Source: an optimization exercise on an open RTL-to-GDS flow (aim: a short achievable clock period and few clock cycles). Production flows keep margins and buffers that such runs may drop.
In this exercise RTL edits were held to simulation tests only and were not proved equivalent to the original.

[flow/constraint.sdc]
create_clock -name core_clock -period 10.0 [get_ports {MAIN_CLK}]
set_input_delay 2.0000 -clock core_clock [delete_from_list [all_inputs] [get_ports {MAIN_CLK}]]
set_output_delay 2.0000 -clock core_clock [all_outputs]
set_load 0.01 [all_outputs]
[flow/run.sh]
#!/bin/bash
# synth_recipe.tcl (not shown) runs the flow's synth.tcl, then flattens the netlist and writes it again
# the make line also repeats each setting of config.mk as NAME=value (left out here)
make -C /OpenROAD-flow-scripts/flow DESIGN_CONFIG=/design/flow/config.mk WORK_HOME=/design/flow/orfs CLKGATE_MAP_FILE= SYNTH_SCRIPT=/design/flow/synth_recipe.tcl finish
[flow/config.mk]
export PLATFORM = sky130hd
export DESIGN_NAME = uProcessor
export DESIGN_NICKNAME = uProcessor
export VERILOG_FILES = /design/flow/design.v
export SDC_FILE = /design/flow/constraint.sdc
export NUM_CORES = 4
export LEC_CHECK = 0
export CAP_MARGIN = 20
export CORE_MARGIN = 2
export CORE_UTILIZATION = 40
export SLEW_MARGIN = 20
[flow/design.v]
`timescale 1 ns / 1 ps
module alu (flag,regA,regB,opcode,alu_out,eq_flag);
input flag;
input [15:0] regA,regB;
input [3:0] opcode;
output reg [15:0] alu_out;
output reg eq_flag;
always@(*)
begin
	eq_flag = (alu_out == 16'b0) ? 1'b1 : 1'b0;
	case (opcode)
		4'b0000 : alu_out = (flag ? ($signed(regA) + $signed(regB)) : ($unsigned(regA) + $unsigned(regB)));  
		4'b0001 : alu_out = (flag ? ($signed(regA) - $signed(regB)) : ($unsigned(regA) - $unsigned(regB)));  
		4'b0010 : alu_out = regA | regB;  
		4'b0011 : alu_out = regA ^ regB;  
		4'b0100 : alu_out = regA & regB;  
		4'b0101 : alu_out = ~ regA;  
		4'b1001 : alu_out = flag ? ($signed(regA) == $signed(regB) ? 16'b1 : 16'b0) : ($unsigned(regA) == $unsigned(regB) ? 16'b1 : 16'b0);  
		4'b1010 : alu_out =  flag ? ($signed(regA) != $signed(regB) ? 16'b1 : 16'b0) : ($unsigned(regA) != $unsigned(regB) ? 16'b1 : 16'b0);  
		4'b1011 : alu_out = flag ? ($signed(regA) < $signed(regB) ? 16'b1 : 16'b0) : ($unsigned(regA) < $unsigned(regB) ? 16'b1 : 16'b0);  
		4'b1100 : alu_out = flag ? ($signed(regA) >= $signed(regB) ? 16'b1 : 16'b0) : ($unsigned(regA) >= $unsigned(regB) ? 16'b1 : 16'b0);  
		default : alu_out = 16'b0;
	endcase
end
endmodule
`timescale 1 ns / 1 ps
module instr_decoder (reset,clk,inst_wr,inst,opcode,rD,rA,rB,imm,flag);
input reset, clk,inst_wr;
input [15:0] inst;
output reg [3:0] opcode;
output reg [2:0] rD, rA, rB;
output reg [7:0] imm;
output reg flag;
always @(posedge clk or posedge reset)
begin
	if (reset == 1)  
	begin
		opcode <= 4'b0;
		rD <= 3'b0;
		rA <= 3'b0;
		rB <= 3'b0;
		imm <= 8'b0;
		flag <= 1'b0;
	end
	else
	begin
		if (inst_wr == 1)  
		begin
			opcode <= inst[15:12];
			rD <= inst[11:9];
			flag <= inst[8];
			rA <= inst[7:5];
			rB <= inst[4:2];
			imm <= inst[7:0];  
		end
	end
end
endmodule
`timescale 1 ns / 1 ps
module pc(reset,clk,pc_op,pc_in,pc_out);
input reset,clk;
input [1:0] pc_op;
input [15:0] pc_in;
output reg [15:0] pc_out;
reg [15:0] temp_val;
always@ (posedge clk or posedge reset)
begin
	if (reset == 1)
	begin
		pc_out <= 16'd0;
		temp_val <= 16'd0;
	end
	else
	begin
		case (pc_op)
			2'd0 : pc_out <= 16'd0;  
			2'd1 : begin
				pc_out <= pc_in;  
				temp_val <= pc_in;
				end
			2'd2 : begin
				pc_out <= pc_out + 16'd1;  
				temp_val <= pc_out + 16'd1;
				end
			2'd3 : pc_out <= temp_val;  
			default : pc_out <= pc_in;
		endcase
	end
end
endmodule
`timescale 1 ns / 1 ps
module internal_registers (reset,clk,en_reg,rD,rA,rB,regD_wr,regD,regA,regB);
input reset,clk,en_reg,regD_wr;
input [2:0] rD;  
input [2:0] rA,rB;  
input [15:0] regD;
output reg [15:0] regA;
output reg [15:0] regB;
reg [15:0] int_reg [7:0]; 
always @(posedge clk or posedge reset)
begin
	if (reset == 1)
	begin
		int_reg[0] <= 16'b0;
		int_reg[1] <= 16'b0;
		int_reg[2] <= 16'b0;
		int_reg[3] <= 16'b0;
		int_reg[4] <= 16'b0;
		int_reg[5] <= 16'b0;
		int_reg[6] <= 16'b0;
		int_reg[7] <= 16'b0;
	end
	else
	begin
		if (regD_wr == 1)  
		begin
			case (rD)
				3'b000 : int_reg[0] <= regD;
				3'b001 : int_reg[1] <= regD;
				3'b010 : int_reg[2] <= regD;
				3'b011 : int_reg[3] <= regD;
				3'b100 : int_reg[4] <= regD;
				3'b101 : int_reg[5] <= regD;
				3'b110 : int_reg[6] <= regD;
				3'b111 : int_reg[7] <= regD;
			endcase
		end
		if (en_reg == 1 && regD_wr == 0)  
		begin
			case (rA)
				3'b000 : regA <= int_reg[0]; 
				3'b001 : regA <= int_reg[1];
				3'b010 : regA <= int_reg[2];
				3'b011 : regA <= int_reg[3];
				3'b100 : regA <= int_reg[4];
				3'b101 : regA <= int_reg[5];
				3'b110 : regA <= int_reg[6];
				3'b111 : regA <= int_reg[7];
			endcase
			case (rB)
				3'b000 : regB <= int_reg[0]; 
				3'b001 : regB <= int_reg[1];
				3'b010 : regB <= int_reg[2];
				3'b011 : regB <= int_reg[3];
				3'b100 : regB <= int_reg[4];
				3'b101 : regB <= int_reg[5];
				3'b110 : regB <= int_reg[6];
				3'b111 : regB <= int_reg[7];
			endcase
		end
	end
end
endmodule
`timescale 1 ns / 1 ps
module control_unit (clk,reset,flag,opcode,inst_wr,pc_op,en_reg,regD_wr,imm_en,adrs_ctrl,mem_rd,mem_wr);
input clk,reset,flag;
input [3:0] opcode;
output reg inst_wr,regD_wr,imm_en,adrs_ctrl,mem_rd,mem_wr,en_reg;
output reg [1:0] pc_op;
reg [1:0] state;
reg [1:0] next_state;
parameter [1:0] Fetch = 2'b00;
parameter [1:0] Decode = 2'b01;
parameter [1:0] Execute = 2'b10;
parameter [1:0] Write_back = 2'b11;
always @(posedge clk or posedge reset)
begin
	if (reset == 1)
	begin
		state <= 2'b00;
	end
	else 
	begin
		state <= next_state;
	end
end
always @(*)
begin
	inst_wr = 1'b0;
	en_reg = 1'b0;
	regD_wr = 1'b0;
	imm_en = 1'b0;
	adrs_ctrl = 1'b0;
	mem_rd = 1'b0;
	mem_wr = 1'b0;
	pc_op = 2'b11;
	next_state = Fetch;
	case(state)
	Fetch:
		begin
			inst_wr = 1'b1;		
			en_reg = 1'b0;
			regD_wr = 1'b0;
			imm_en = 1'b0;
			adrs_ctrl = 1'b1;
			mem_rd = 1'b1;
			mem_wr = 1'b0;
			if (reset == 1)
			begin
				pc_op = 2'b00;
				next_state = Fetch;
			end
			else
			begin
				pc_op = 2'b11;				
				next_state = Decode;
			end
		end
	Decode: 
		begin
			if (opcode == 4'b0110 || opcode == 4'b0111)
			begin
			inst_wr = 1'b0;
			pc_op = 2'b11;
			en_reg = 1'b1;
			regD_wr = 1'b0;
			imm_en = 1'b1;
			adrs_ctrl = 1'b0;
			mem_rd = 1'b0;
			mem_wr = 1'b0;
			next_state = Execute;
		end
		else 
		begin
			inst_wr = 1'b0;
			pc_op = 2'b11;
			en_reg = 1'b1;
			regD_wr = 1'b0;
			imm_en = 1'b0;
			adrs_ctrl = 1'b1;
			mem_rd = 1'b0;
			mem_wr = 1'b0;
			next_state = Execute;
		end
		end
	Execute: 
		begin
			imm_en = 1'b0;
			en_reg = 1'b0;
			adrs_ctrl = 1'b0;
			inst_wr = 1'b0;
			regD_wr = 1'b0;
			mem_wr = 1'b0;
			mem_rd = 1'b0;
			pc_op = 2'b11;
			if (opcode == 4'b0000 || opcode == 4'b0010 || opcode == 4'b0011 || opcode == 4'b0100 || opcode == 4'b0101 || opcode == 4'b1001 || opcode == 4'b1010 || opcode == 4'b1011 || opcode == 4'b1100 || opcode == 4'b0001)
			begin
				en_reg = 1'b1;
				regD_wr = 1'b0;
				adrs_ctrl = 1'b1;
				mem_rd = 1'b1;
			end
			else if (opcode == 4'b1000)
			begin
				en_reg = 1'b0;
				imm_en = 1'b1;
			end
			else if (opcode == 4'b0110)
			begin
				mem_rd = 1'b1;
				adrs_ctrl = 1'b0;
				imm_en = 1'b1;
			end
			else if (opcode == 4'b1101)
			begin
				pc_op = 2'b01;
					if (flag == 0)
					begin
						imm_en = 1'b1;
					end
					else 
					begin
						en_reg = 1'b1;
						regD_wr = 1'b0;
						adrs_ctrl = 1'b1;
						mem_rd = 1'b1;
					end
			end
			else if (opcode == 4'b1110)
			begin
				adrs_ctrl = 1'b0;
			end
			next_state = Write_back;
		end				
	Write_back:
		begin
			inst_wr = 1'b0;
			en_reg = 1'b1;
			imm_en = 1'b0; 
			adrs_ctrl = 1'b0;
			mem_rd = 1'b0;
			if (opcode == 4'b0111)
			begin
				mem_wr = 1'b1;
				regD_wr = 1'b0;
				imm_en = 1'b1;
				adrs_ctrl = 1'b0;
			end
			else if (opcode == 4'b1000)
			begin
				imm_en = 1'b1;
				mem_wr = 1'b0;
				regD_wr = 1'b1;
				adrs_ctrl = 1'b1;
			end
		else if (opcode == 4'b0110)
		begin
			mem_rd = 1'b1;
			imm_en = 1'b0;
			mem_wr = 1'b0;
			regD_wr = 1'b1;
			adrs_ctrl = 1'b0;
		end
		else if (opcode == 4'b0000 || opcode == 4'b0001 || opcode == 4'b0010 || opcode == 4'b0011 || opcode == 4'b0100 || opcode == 4'b0101 || opcode == 4'b1001 || opcode == 4'b1010 || opcode == 4'b1011 || opcode == 4'b1100)
		begin
			mem_wr = 1'b0;
			regD_wr = 1'b1;
			adrs_ctrl = 1'b1;
		end
		pc_op = (opcode == 4'b1101) ? 2'b11 : 2'b10;
		next_state = Fetch;
		end
		default : next_state = Fetch;
	endcase
end
endmodule
`timescale 1 ns / 1 ps
module immediate_operation (clk,imm_en,imm,flag,imm_out,reset);
input clk,imm_en,flag,reset;
input [7:0] imm;
output reg [15:0] imm_out;
always @(posedge clk or posedge reset)
begin
	if (reset == 1)
	begin
		imm_out <= 16'd0;
	end
	else if (imm_en == 1)
	begin
		if (flag == 1)
			imm_out <= {imm[7:0],8'd0};
		else
			imm_out <= {8'd0,imm[7:0]};
	end
	else
		imm_out <= 16'b0;
end
endmodule
`timescale 1 ns / 1 ps
module program_counter_preset (imm_out,regA,flag,pc_in);
input [15:0] imm_out, regA;
input flag;
output reg [15:0] pc_in;
always @(*)
begin
	if (flag)
	begin
		pc_in = regA;
	end
	else
	begin
		pc_in = imm_out;	
	end
end
endmodule
`timescale 1 ns / 1 ps 
module data_mux (read_data_bus,imm_out,alu_out,imm_en,opcode,regD);
input [15:0] alu_out, read_data_bus, imm_out;
input [3:0] opcode;
input imm_en;
output reg [15:0] regD;
always@(*)
begin
	if (opcode == 4'b0110)
		regD = read_data_bus;
	else if (imm_en == 1'b1)  
		regD = imm_out;
	else
		regD = alu_out;
end
endmodule
`timescale 1 ns / 1 ps
module address_mux (pc_out,regA,adrs_ctrl,adrs_bus);
input [15:0] pc_out, regA;
input adrs_ctrl;
output reg [15:0] adrs_bus;
always@(*)
begin
	if (adrs_ctrl)
	begin
		adrs_bus = pc_out;
	end
	else
	begin
		adrs_bus = regA;
	end
end
endmodule
`timescale 1 ns / 1 ps
module uProcessor (MAIN_CLK, MAIN_RST, WRITE_DATA_BUS, READ_DATA_BUS, ADDR_BUS, MEM_WR, MEM_RD);
input MAIN_CLK, MAIN_RST;
input [15:0] READ_DATA_BUS;
output [15:0] WRITE_DATA_BUS, ADDR_BUS;
output MEM_WR;
output MEM_RD;
wire flag;
wire [3:0] opcode;
wire inst_wr;
wire [1:0] pc_op;
wire en_reg;
wire regD_wr;
wire imm_en;
wire adrs_ctrl;
wire [2:0] rD,rA,rB;
wire [7:0] imm;
wire [15:0] regA,regB;
wire [15:0] alu_out;
wire eq_flag;
wire [15:0] regD;
wire [15:0] pc_in;
wire [15:0] pc_out; 
wire [15:0] imm_out;
alu l1 (.flag(flag),.regA(regA),.regB(regB),.opcode(opcode),.alu_out(alu_out),.eq_flag(eq_flag));
instr_decoder l2 (.reset(MAIN_RST),.clk(MAIN_CLK),.inst_wr(inst_wr),.inst(READ_DATA_BUS),.opcode(opcode),.rD(rD),.rA(rA),.rB(rB),.imm(imm),.flag(flag));
pc l3 (.reset(MAIN_RST),.clk(MAIN_CLK),.pc_op(pc_op),.pc_in(pc_in),.pc_out(pc_out));
internal_registers l4 (.reset(MAIN_RST),.clk(MAIN_CLK),.en_reg(en_reg),.rD(rD),.rA(rA),.rB(rB),.regD_wr(regD_wr),.regD(regD),.regA(regA),.regB(regB));
control_unit l5 (.clk(MAIN_CLK),.reset(MAIN_RST),.flag(flag),.opcode(opcode),.inst_wr(inst_wr),.pc_op(pc_op),.en_reg(en_reg),.regD_wr(regD_wr),.imm_en(imm_en),.adrs_ctrl(adrs_ctrl),.mem_rd(MEM_RD),.mem_wr(MEM_WR));
immediate_operation l6 (.reset(MAIN_RST),.clk(MAIN_CLK),.imm_en(imm_en),.imm(imm),.flag(flag),.imm_out(imm_out));
program_counter_preset l7 (.imm_out(imm_out),.regA(regA),.flag(flag),.pc_in(pc_in));
data_mux l8 (.read_data_bus(READ_DATA_BUS),.imm_out(imm_out),.alu_out(alu_out),.imm_en(imm_en),.opcode(opcode),.regD(regD));
address_mux l9 (.pc_out(pc_out),.regA(regA),.adrs_ctrl(adrs_ctrl),.adrs_bus(ADDR_BUS));
assign WRITE_DATA_BUS = regB;
endmodule		
==> notes.md <==
[kinds of logic (layout without fill, tap and decap cells)]
family                     after synthesis  count (layout)  synth area share, %
AOI/OAI and AO/OA                      536             536                 24.4
xor gates and xnor gates                21              21                 1.27
adders and majority gates               61              61                 5.34
buffers and inverters                  190             194                 5.22
DFF                                    226             226                 40.0
muxes                                   91              91                 7.64
and+or+nand+nor                        525             525                 16.1
[routing by layer]
layer | up-vias | GRT usage [%] | part of all wire, % | wire, µm
li1 | 5944 | - | - | -
met1 | 6217 | 35.8 | 44 | 21400
met2 | 476 | 41.3 | 46 | 22500
met3 | 99 | 2.90 | 6.4 | 3110
met4 | 0 | 10.3 | 3.9 | 1900
met5 | - | 0 | 0 | 0
[cells in the final DEF (no fill, tap or decap), types with 7 or more instances in the layout]
master / Yosys / routed
o21ai_1: 110 / 110
dfrtp_1: 194 / 189
nand3_1: 36 / 36
clkdlybuf4s50_1: 0 / 51
a21o_1: 7 / 7
mux2_2: 38 / 38
edfxtp_1: 32 / 32
ha_1: 58 / 58
clkbuf_16: 0 / 27
o31ai_2: 8 / 8
a221oi_1: 18 / 18
xnor2_1: 12 / 12
o21ai_0: 87 / 87
a21boi_0: 12 / 12
a22o_1: 11 / 11
a222oi_1: 7 / 7
xor2_1: 9 / 9
nor2b_1: 15 / 15
buf_4: 4 / 24
mux2i_1: 40 / 40
a21oi_1: 90 / 90
a211oi_1: 15 / 15
and2_1: 12 / 12
nor4_1: 8 / 8
inv_1: 62 / 61
nand2b_1: 18 / 18
a22oi_1: 34 / 34
mux4_2: 12 / 12
nand2_1: 247 / 247
nor3_1: 17 / 17
and3_1: 17 / 17
o22ai_1: 34 / 34
nor2_1: 124 / 124
clkinv_1: 4 / 7
clkinv_2: 0 / 8
o31ai_1: 27 / 27
[metrics by stage]
stage	cells	util, %	setup WS (ps)
finish	2115	45.2	4270
global route	2115	45.2	3960
CTS	2115	45.2	4270
detailed placement	2067	43.0	4870
global placement	2067	43.0	5020
floorplan	1650	-	2300
[worst paths after layout]
check,startpoint,to,slack [ps],depth (start not counted)
max,l2.opcode[3],ADDR_BUS[1],4270,6
min,l4.int_reg[4][11],l4.int_reg[4][11],490,2
max reg2reg,l2.opcode[0],l3.temp_val[7],6480,10
min reg2reg,l4.int_reg[4][11],l4.int_reg[4][11],490,2
max in group asynchronous,MAIN_RST,l4.int_reg[1][15],6490,3
min in group asynchronous,MAIN_RST,l2.flag,2180,2
[critical path, cell delays in order, from the launching register on]
cell and delay, ps:
dfrtp_1 840, nor2b_1 280, nand2_1 100, nand3_1 150, nand3_1 710, o21ai_0 480, clkdlybuf4s50_1 600
[area by class of cell]
| class | count | share of cell area [%] |
|---|---|---|
| sequential | 226 | 36.1 |
| timing repair buffer | 76 | 4.35 |
| inverter | 70 | 1.68 |
| tap | 461 | 3.58 |
| clock inverter | 13 | 0.419 |
| multi-input combinational | 1234 | 49.3 |
| clock buffer | 35 | 4.50 |
==> notes.md <==
initial antenna violation count 0; TritonRoute pass-1 iters 6; share of layout cells above drive strength 1 9.25%; status complete, no violations; Skew-Pair Late Insertion Delay 550 ps; Slew headroom 32.3%; Req. time, crit path about 8000 ps; remaining global-route overflow 0; dpl hpwl 33.3 mm; GRT Total Usage 25.8%; H-tree depth 1; post-synthesis cell count 1650; CP endpoint kind output port; Mapped Area 14500 µm²; max-cap viol count 0; WS Path Type flop to output port; max FFs per register 128; Final nets 1712; via/cell ratio 6.02; Worst-path clk slew 60 ps; register area between 5000 and 6000 µm²; routed wire length 48.9 mm; antenna cells 0; Filler cells 3477; Synth top cells by count nand2_1 (247), dfrtp_1 (194), nor2_1 (124); number of flops mapped to enable cells by yosys 32; Max Clk Rate 0.175 GHz; measured slew at the worst slew-check pin 1010 ps; setup_tns 0 ps; CTS sink cnt 226; clk buf depth 3; core region area around 36000 µm²; die width around 190 µm; first-pass GRT wire length 75.8 mm; vias in the first global route around 12000; crit path DAT 3730 ps; starting density of the core 40.7%; die height 195 µm; Final setup viols 0; Yosys cell types a little under 100; hold_buf cts 0; hold slack about 490 ps; CTS tree yes; clk_skew 20.8 ps; crit share post-route 57.3%; initial DRC count 1260; worst hold path class flop to flop; Buffers on Ports 51; Synth area leader dfrtp_1; DRC errors left 0; Slew Limit Fails 0; unrepaired setup endpoints after global routing no; Antenna Nets Post-Route 0; clk root buf clkbuf_16; ys async rst share 85.8%; CP max FO 32; Avg WL per Cell around 23 µm; fin crit period 5730 ps; area of the multi-input gates around 8000 µm²; largest cells by area after synthesis dfrtp_1 (33%), edfxtp_1 (6.6%), nand2_1 (6.4%); syn_nets approximately 1700; final number of hold-violating endpoints 0; top_reg_cell synth dfrtp_1; global placement routability congestion 0.952; Post-Syn Area per Cell a little under 9 µm²; post-CTS sizing 0; count leader, synth nand2_1; Die ar. 37800 µm²; vias after detailed routing 12736; Final Cell Area 16100 µm²; Synth top area share 33.4%; area grow syn2layout 11.0%; flops & latches, synth 226; Ys Warns 10; largest net degree at the start of global routing 120; Num CTS Buffers 26; Post-DP Area 15300 µm²; sequential area share after synthesis ~40%; Worst Setup Start Kind flop; io pins 52; setup bufs post-CTS 0; row count 69
Testbench counts, summed over its fixed seeds: cycles 83,976.

separate check: timing with driven ports:
The results above use ideal ports. As a check the final layout listed here was re-extracted and re-timed, cells and wires unchanged.
Step 1 assumes that a clkbuf_16 drives the clock port and a buf_2 every other input.
Step 2 adds t to the input delays and takes it off the output delays; t is the mean of the earliest and latest rising clock arrival at the registers after step 1. Input paths then give back, and output paths get back, about the clock's delay inside the block.
Three values: no drivers, after step 1, after step 2; two values: the first two.
t (ns): 0.599
setup slack, ns: 4.273 / 4.218 / 4.816
slew at the worst register clock pin (ns): 0.06 / 0.06
After both steps this run still meets setup and hold. The setup slack of this run moves by -0.055 ns with the drivers and by +0.543 ns with both steps.
